Context: an optimization exercise on an open-source flow, tuned for a short achievable clock period and few clock cycles. The choices shown serve that exercise and are no tape-out recipe.
Where RTL was checked, it was by simulation tests only, not by an equivalence proof against the original.
Power figures rest on the tool's default switching activity, not on a simulated workload.

==> flow/design.v <==
module proc_core (clk, resetn, sw, mem_rdata, mem_addr, mem_wdata, mem_we,
                  led, hex0, hex1, hex2, hex3, hex4, hex5, hex6);
	input clk, resetn;
	input [15:0] sw;
	input [15:0] mem_rdata;
	output [11:0] mem_addr;
	output [15:0] mem_wdata;
	output mem_we;
	output reg [15:0] led;
	output reg [6:0] hex0, hex1, hex2, hex3, hex4, hex5, hex6;
	localparam K_NONE = 2'd0, K_FETCH = 2'd1, K_DATA = 2'd2;
	reg [11:0] ma;
	reg mwe;
	reg [15:0] mwd;
	reg [1:0] rq_k, ar_k;
	reg rq_ep, ar_ep;
	assign mem_addr = ma;
	assign mem_we = mwe;
	assign mem_wdata = mwd;
	reg ep;                  
	reg [15:0] fp;           
	reg [15:0] q0, q1, q2, q3;
	reg [2:0] cnt;           
	reg [15:0] pc;           
	reg pcfix;               
	reg ldw;                 
	reg jg;                  
	reg [2:0] dx;            
	reg [15:0] R0, R1, R2, R3, R4, R5, R6;
	reg [15:0] G;
	reg wv, wsub;
	reg [15:0] wa, wb;
	reg [7:0] wm;            
	wire [15:0] pc1 = pc + 16'd1;
	wire [15:0] pc2 = pc + 16'd2;
	wire [15:0] fp1 = fp + 16'd1;
	wire acc_in = (ar_k == K_FETCH) & (ar_ep == ep);
	reg [7:0] xs, ys;        
	reg d_mv, d_mvi, d_alu, d_sub, d_ld, d_st, d_mvnz, d_rd;
	reg [2:0] X;
	reg [15:0] RX, RY;
	always @(*) begin
		RX = ({16{xs[0]}} & R0) | ({16{xs[1]}} & R1) | ({16{xs[2]}} & R2) | ({16{xs[3]}} & R3) |
		     ({16{xs[4]}} & R4) | ({16{xs[5]}} & R5) | ({16{xs[6]}} & R6) | ({16{xs[7]}} & pc);
		RY = ({16{ys[0]}} & R0) | ({16{ys[1]}} & R1) | ({16{ys[2]}} & R2) | ({16{ys[3]}} & R3) |
		     ({16{ys[4]}} & R4) | ({16{ys[5]}} & R5) | ({16{ys[6]}} & R6) | ({16{ys[7]}} & pc);
	end
	wire [7:0] rg0 = {pc[15:12] == 4'h0, R6[15:12] == 4'h0, R5[15:12] == 4'h0, R4[15:12] == 4'h0,
	                  R3[15:12] == 4'h0, R2[15:12] == 4'h0, R1[15:12] == 4'h0, R0[15:12] == 4'h0};
	wire [7:0] rg1 = {pc[15:12] == 4'h1, R6[15:12] == 4'h1, R5[15:12] == 4'h1, R4[15:12] == 4'h1,
	                  R3[15:12] == 4'h1, R2[15:12] == 4'h1, R1[15:12] == 4'h1, R0[15:12] == 4'h1};
	wire [7:0] rg2 = {pc[15:12] == 4'h2, R6[15:12] == 4'h2, R5[15:12] == 4'h2, R4[15:12] == 4'h2,
	                  R3[15:12] == 4'h2, R2[15:12] == 4'h2, R1[15:12] == 4'h2, R0[15:12] == 4'h2};
	wire [7:0] rg4 = {pc[15:12] == 4'h4, R6[15:12] == 4'h4, R5[15:12] == 4'h4, R4[15:12] == 4'h4,
	                  R3[15:12] == 4'h4, R2[15:12] == 4'h4, R1[15:12] == 4'h4, R0[15:12] == 4'h4};
	wire ry0 = (rg0 & ys) != 8'd0;
	wire ry1 = (rg1 & ys) != 8'd0;
	wire ry2 = (rg2 & ys) != 8'd0;
	wire ry4 = (rg4 & ys) != 8'd0;
	wire gnz = (G != 16'd0);
	wire x7 = xs[7];
	wire dep = wv & (wm[7] | d_mvnz | (d_rd & (((xs | ys) & wm) != 8'd0)));
	wire e_ok = (cnt != 3'd0) & ~ldw & ~jg & ~dep;
	wire have_imm = (cnt >= 3'd2) | acc_in;
	wire [15:0] immv = (cnt >= 3'd2) ? q1 : mem_rdata;
	wire i_mv   = e_ok & (d_mv | (d_mvnz & gnz));
	wire i_mvi  = e_ok & d_mvi & have_imm;
	wire i_alu  = e_ok & d_alu;
	wire i_ld   = e_ok & d_ld;
	wire i_st   = e_ok & d_st;
	wire ld_mem = i_ld;
	wire st_mem = i_st & ry0;
	wire st_led = i_st & ry1;
	wire st_hex = i_st & ry2;
	wire [15:0] sum, dif;
	ks_add16 u_add (.a(wa), .b(wb), .cin(1'b0), .s(sum));
	ks_add16 u_sub (.a(wa), .b(~wb), .cin(1'b1), .s(dif));
	wire [15:0] alu = wsub ? dif : sum;
	wire stall = ~e_ok | (d_mvi & ~have_imm);
	wire [1:0] ncons = stall ? 2'd0 : d_mvi ? 2'd2 : 2'd1;
	wire ld_arr = ldw & (ar_k == K_DATA);
	reg ldsw;                
	wire [15:0] ldv = ldsw ? sw : mem_rdata;
	wire rd_ry  = i_mv & x7;
	wire rd_imm = i_mvi & x7;
	wire rd_ld  = ld_arr & (dx == 3'd7);
	wire redirect = rd_ry | rd_imm | rd_ld | jg;
	wire [15:0] tgt = rd_ry ? RY : rd_imm ? immv : rd_ld ? ldv : G;
	wire [2:0] total = cnt + {2'd0, acc_in};
	reg [15:0] nq [0:3];
	integer i;
	always @(*) begin
		for (i = 0; i < 4; i = i + 1) begin
			case (i + ncons)
				0: nq[i] = (cnt > 3'd0) ? q0 : mem_rdata;
				1: nq[i] = (cnt > 3'd1) ? q1 : mem_rdata;
				2: nq[i] = (cnt > 3'd2) ? q2 : mem_rdata;
				3: nq[i] = (cnt > 3'd3) ? q3 : mem_rdata;
				default: nq[i] = mem_rdata;
			endcase
		end
	end
	wire inflight = (rq_k == K_FETCH) & (rq_ep == ep);
	wire f_ok = (total + {2'd0, inflight}) < 3'd4;
	always @(posedge clk) begin
		if (~resetn) begin
			ma <= 12'd0;
			mwe <= 1'b0;
			rq_k <= K_FETCH;
			rq_ep <= 1'b0;
			ar_k <= K_NONE;
			ar_ep <= 1'b0;
			ep <= 1'b0;
			fp <= 16'd0;
			cnt <= 3'd0;
			pc <= 16'd1;
			pcfix <= 1'b0;
			ldw <= 1'b0;
			jg <= 1'b0;
			wv <= 1'b0;
		end else begin
			ar_k <= rq_k;
			ar_ep <= rq_ep;
			jg <= wv & wm[7];
			wv <= i_alu;
			if (ld_mem)
				ldw <= 1'b1;
			else if (ld_arr)
				ldw <= 1'b0;
			if (redirect) begin
				ep <= ~ep;
				cnt <= 3'd0;
				pc <= tgt;
				pcfix <= 1'b1;
				fp <= tgt;
				ma <= tgt[11:0];
				mwe <= 1'b0;
				rq_k <= K_FETCH;
				rq_ep <= ~ep;
			end else begin
				cnt <= total - {1'b0, ncons};
				pcfix <= 1'b0;
				pc <= (pcfix | (ncons == 2'd1)) ? pc1 : (ncons == 2'd2) ? pc2 : pc;
				if (ld_mem | st_mem) begin
					ma <= RY[11:0];
					mwe <= st_mem;
					rq_k <= st_mem ? K_NONE : K_DATA;
				end else if (f_ok) begin
					ma <= fp1[11:0];
					mwe <= 1'b0;
					rq_k <= K_FETCH;
					rq_ep <= ep;
					fp <= fp1;
				end else begin
					mwe <= 1'b0;
					rq_k <= K_NONE;
				end
			end
		end
	end
	always @(posedge clk) begin
		q0 <= nq[0];
		q1 <= nq[1];
		q2 <= nq[2];
		q3 <= nq[3];
		X <= nq[0][12:10];
		xs <= 8'd1 << nq[0][12:10];
		ys <= 8'd1 << nq[0][9:7];
		d_mv <= nq[0][15:13] == 3'd0;
		d_mvi <= nq[0][15:13] == 3'd1;
		d_alu <= nq[0][15:14] == 2'b01;
		d_sub <= nq[0][13];
		d_ld <= nq[0][15:13] == 3'd4;
		d_st <= nq[0][15:13] == 3'd5;
		d_mvnz <= nq[0][15:13] == 3'd6;
		d_rd <= (nq[0][15:13] != 3'd1) & (nq[0][15:13] != 3'd7);
		if (st_mem)
			mwd <= RX;
		if (ld_mem) begin
			dx <= X;
			ldsw <= ry4;
		end
		if (i_alu) begin
			wa <= RX;
			wb <= RY;
			wsub <= d_sub;
			wm <= xs;
		end
		if (wv)
			G <= alu;
	end
	wire wr_e = (i_mv | i_mvi) & ~x7;
	wire [15:0] wd_e = i_mvi ? immv : RY;
	wire [7:0] we_e = wr_e ? xs : 8'd0;
	wire [7:0] we_w = wv ? wm : 8'd0;
	wire [7:0] we_l = ld_arr ? (8'd1 << dx) : 8'd0;
	always @(posedge clk) begin
		if (we_e[0]) R0 <= wd_e; else if (we_w[0]) R0 <= alu; else if (we_l[0]) R0 <= ldv;
		if (we_e[1]) R1 <= wd_e; else if (we_w[1]) R1 <= alu; else if (we_l[1]) R1 <= ldv;
		if (we_e[2]) R2 <= wd_e; else if (we_w[2]) R2 <= alu; else if (we_l[2]) R2 <= ldv;
		if (we_e[3]) R3 <= wd_e; else if (we_w[3]) R3 <= alu; else if (we_l[3]) R3 <= ldv;
		if (we_e[4]) R4 <= wd_e; else if (we_w[4]) R4 <= alu; else if (we_l[4]) R4 <= ldv;
		if (we_e[5]) R5 <= wd_e; else if (we_w[5]) R5 <= alu; else if (we_l[5]) R5 <= ldv;
		if (we_e[6]) R6 <= wd_e; else if (we_w[6]) R6 <= alu; else if (we_l[6]) R6 <= ldv;
	end
	reg sb_led, sb_hex;
	reg [15:0] sb_d;
	reg [2:0] sb_a;
	always @(posedge clk) begin
		sb_d <= RX;
		sb_a <= RY[2:0];
		if (~resetn) begin
			sb_led <= 1'b0;
			sb_hex <= 1'b0;
		end else begin
			sb_led <= st_led;
			sb_hex <= st_hex;
		end
	end
	always @(posedge clk) begin
		if (~resetn) begin
			led <= 16'd0;
			hex0 <= 7'd0; hex1 <= 7'd0; hex2 <= 7'd0; hex3 <= 7'd0;
			hex4 <= 7'd0; hex5 <= 7'd0; hex6 <= 7'd0;
		end else begin
			if (sb_led)
				led <= sb_d;
			if (sb_hex) begin
				case (sb_a)
					3'd0: hex0 <= sb_d[6:0]; 3'd1: hex1 <= sb_d[6:0]; 3'd2: hex2 <= sb_d[6:0];
					3'd3: hex3 <= sb_d[6:0]; 3'd4: hex4 <= sb_d[6:0]; 3'd5: hex5 <= sb_d[6:0];
					3'd6: hex6 <= sb_d[6:0]; default: ;
				endcase
			end
		end
	end
endmodule
module ks_add16 (a, b, cin, s);
	input [15:0] a, b;
	input cin;
	output [15:0] s;
	wire [15:0] p0 = a ^ b;
	wire [15:0] g0 = a & b;
	wire [15:0] g1, p1, g2, p2, g3, p3, g4, p4;
	wire [15:0] gi = {g0[15:1], g0[0] | (p0[0] & cin)};
	genvar i;
	generate
		for (i = 0; i < 16; i = i + 1) begin : l1
			if (i >= 1) begin : a1
				assign g1[i] = gi[i] | (p0[i] & gi[i-1]);
				assign p1[i] = p0[i] & p0[i-1];
			end else begin : b1
				assign g1[i] = gi[i];
				assign p1[i] = p0[i];
			end
			if (i >= 2) begin : a2
				assign g2[i] = g1[i] | (p1[i] & g1[i-2]);
				assign p2[i] = p1[i] & p1[i-2];
			end else begin : b2
				assign g2[i] = g1[i];
				assign p2[i] = p1[i];
			end
			if (i >= 4) begin : a3
				assign g3[i] = g2[i] | (p2[i] & g2[i-4]);
				assign p3[i] = p2[i] & p2[i-4];
			end else begin : b3
				assign g3[i] = g2[i];
				assign p3[i] = p2[i];
			end
			if (i >= 8) begin : a4
				assign g4[i] = g3[i] | (p3[i] & g3[i-8]);
			end else begin : b4
				assign g4[i] = g3[i];
			end
		end
	endgenerate
	assign s = p0 ^ {g4[14:0], cin};
endmodule
module simple_proc (clk, resetn, sw, mem_rdata, mem_addr, mem_wdata, mem_we,
                    led, hex0, hex1, hex2, hex3, hex4, hex5, hex6);
	input clk, resetn;
	input [15:0] sw;
	input [15:0] mem_rdata;
	output [11:0] mem_addr;
	output [15:0] mem_wdata;
	output mem_we;
	output [15:0] led;
	output [6:0] hex0, hex1, hex2, hex3, hex4, hex5, hex6;
	proc_core core (.clk(clk), .resetn(resetn), .sw(sw), .mem_rdata(mem_rdata),
	                .mem_addr(mem_addr), .mem_wdata(mem_wdata), .mem_we(mem_we),
	                .led(led), .hex0(hex0), .hex1(hex1), .hex2(hex2), .hex3(hex3),
	                .hex4(hex4), .hex5(hex5), .hex6(hex6));
endmodule
export LEC_CHECK = 0
export ABC_CLOCK_PERIOD_IN_PS = 2500
export CAP_MARGIN = 20
export CORE_MARGIN = 2
export CORE_UTILIZATION = 40
export SETUP_SLACK_MARGIN = 3.8
export SLEW_MARGIN = 20
create_clock -name core_clock -period 6.3 [get_ports {clk}]
run.sh (not shown) runs the stock make flow with config.mk's settings and CLKGATE_MAP_FILE= SYNTH_SCRIPT=/design/flow/synth_recipe.tcl, a recipe that flattens the netlist after the stock synthesis.
The baseline finished with timing, DRC and antenna clean.
Testbench counts at the start, summed over its fixed seeds: cycles 42,004.
Rerun with:
--- a/flow/design.v
+++ b/flow/design.v
@@ -26,11 +26,11 @@
 	reg ldw;                 
 	reg jg;                  
 	reg [2:0] dx;            
 	reg [15:0] R0, R1, R2, R3, R4, R5, R6;
 	reg [15:0] G;
-	reg wv, wsub;
+	reg wv, wsub, wg;       
 	reg [15:0] wa, wb;
 	reg [7:0] wm;            
 	wire [15:0] pc1 = pc + 16'd1;
 	wire [15:0] pc2 = pc + 16'd2;
 	wire [15:0] fp1 = fp + 16'd1;
@@ -57,11 +57,11 @@
 	wire ry1 = (rg1 & ys) != 8'd0;
 	wire ry2 = (rg2 & ys) != 8'd0;
 	wire ry4 = (rg4 & ys) != 8'd0;
 	wire gnz = (G != 16'd0);
 	wire x7 = xs[7];
-	wire dep = wv & (wm[7] | d_mvnz | (d_rd & (((xs | ys) & wm) != 8'd0)));
+	wire dep = wv & (wm[7] | (d_mvnz & wg) | (d_rd & (((xs | ys) & wm) != 8'd0)));
 	wire e_ok = (cnt != 3'd0) & ~ldw & ~jg & ~dep;
 	wire have_imm = (cnt >= 3'd2) | acc_in;
 	wire [15:0] immv = (cnt >= 3'd2) ? q1 : mem_rdata;
 	wire i_mv   = e_ok & (d_mv | (d_mvnz & gnz));
 	wire i_mvi  = e_ok & d_mvi & have_imm;
@@ -120,11 +120,11 @@
 			wv <= 1'b0;
 		end else begin
 			ar_k <= rq_k;
 			ar_ep <= rq_ep;
 			jg <= wv & wm[7];
-			wv <= i_alu;
+			wv <= i_alu | (i_mv & ~x7);
 			if (ld_mem)
 				ldw <= 1'b1;
 			else if (ld_arr)
 				ldw <= 1'b0;
 			if (redirect) begin
@@ -178,21 +178,22 @@
 			mwd <= RX;
 		if (ld_mem) begin
 			dx <= X;
 			ldsw <= ry4;
 		end
-		if (i_alu) begin
-			wa <= RX;
-			wb <= RY;
-			wsub <= d_sub;
+		if (i_alu | i_mv) begin
+			wa <= i_alu ? RX : RY;
+			wb <= i_alu ? RY : 16'd0;
+			wsub <= i_alu & d_sub;
+			wg <= i_alu;
 			wm <= xs;
 		end
-		if (wv)
+		if (wv & wg)
 			G <= alu;
 	end
-	wire wr_e = (i_mv | i_mvi) & ~x7;
-	wire [15:0] wd_e = i_mvi ? immv : RY;
+	wire wr_e = i_mvi & ~x7;
+	wire [15:0] wd_e = immv;
 	wire [7:0] we_e = wr_e ? xs : 8'd0;
 	wire [7:0] we_w = wv ? wm : 8'd0;
 	wire [7:0] we_l = ld_arr ? (8'd1 << dx) : 8'd0;
 	always @(posedge clk) begin
 		if (we_e[0]) R0 <= wd_e; else if (we_w[0]) R0 <= alu; else if (we_l[0]) R0 <= ldv;
Effect:
- count of clock-buffer cells in the layout rose by 1
- first-iteration DRC count falls by about 35%
- total power rose by 12%
- via count came out lower by 5.0%
- sequential power goes up by about 4%
- utilization is lower by 1.4 points
- wire length shrinks by 6.7%
- die area decreases by 0.45%
- worst setup slack improves by 0.54 ns
- clock skew hardly moves
- synthesized area goes down by 0.46%
- non-clock buffer count shrinks by 39
- global-route usage shrinks by 1.5 points
- combinational power grows by about 20%
No functional check of the RTL was part of the second run of this note.

==> what the ideal ports hide <==
How much do the figures lean on ideal ports? The routed layouts below were timed once more, with nothing changed but the port constraints.
Step 1 assumes that a clkbuf_16 drives the clock port and a buf_2 every other input.
Step 2 also shifts input and output timing later by t, the mid clock arrival at the registers, as if the neighbouring blocks saw the same clock.
a / b / c = ideal / step 1 / step 2; a / b = the first two.
| run | t, ns | slack for setup (ns) | worst setup path after step 2 | clock arrival spread, ns | worst data-port slew with drivers (ns) |
|---|---|---|---|---|---|
| the first run | 0.676 | 2.805 / 2.805 / 2.786 | input to register | 0.036 / 0.036 | 0.04 |
| the second run | 0.671 | 3.347 / 3.347 / 2.959 | input to register | 0.035 / 0.034 | 0.04 |
After both steps setup and hold are still met in every run listed. The setup slack of the second run, which loses most, moves by 0.000 ns with the drivers and by -0.388 ns with both steps.
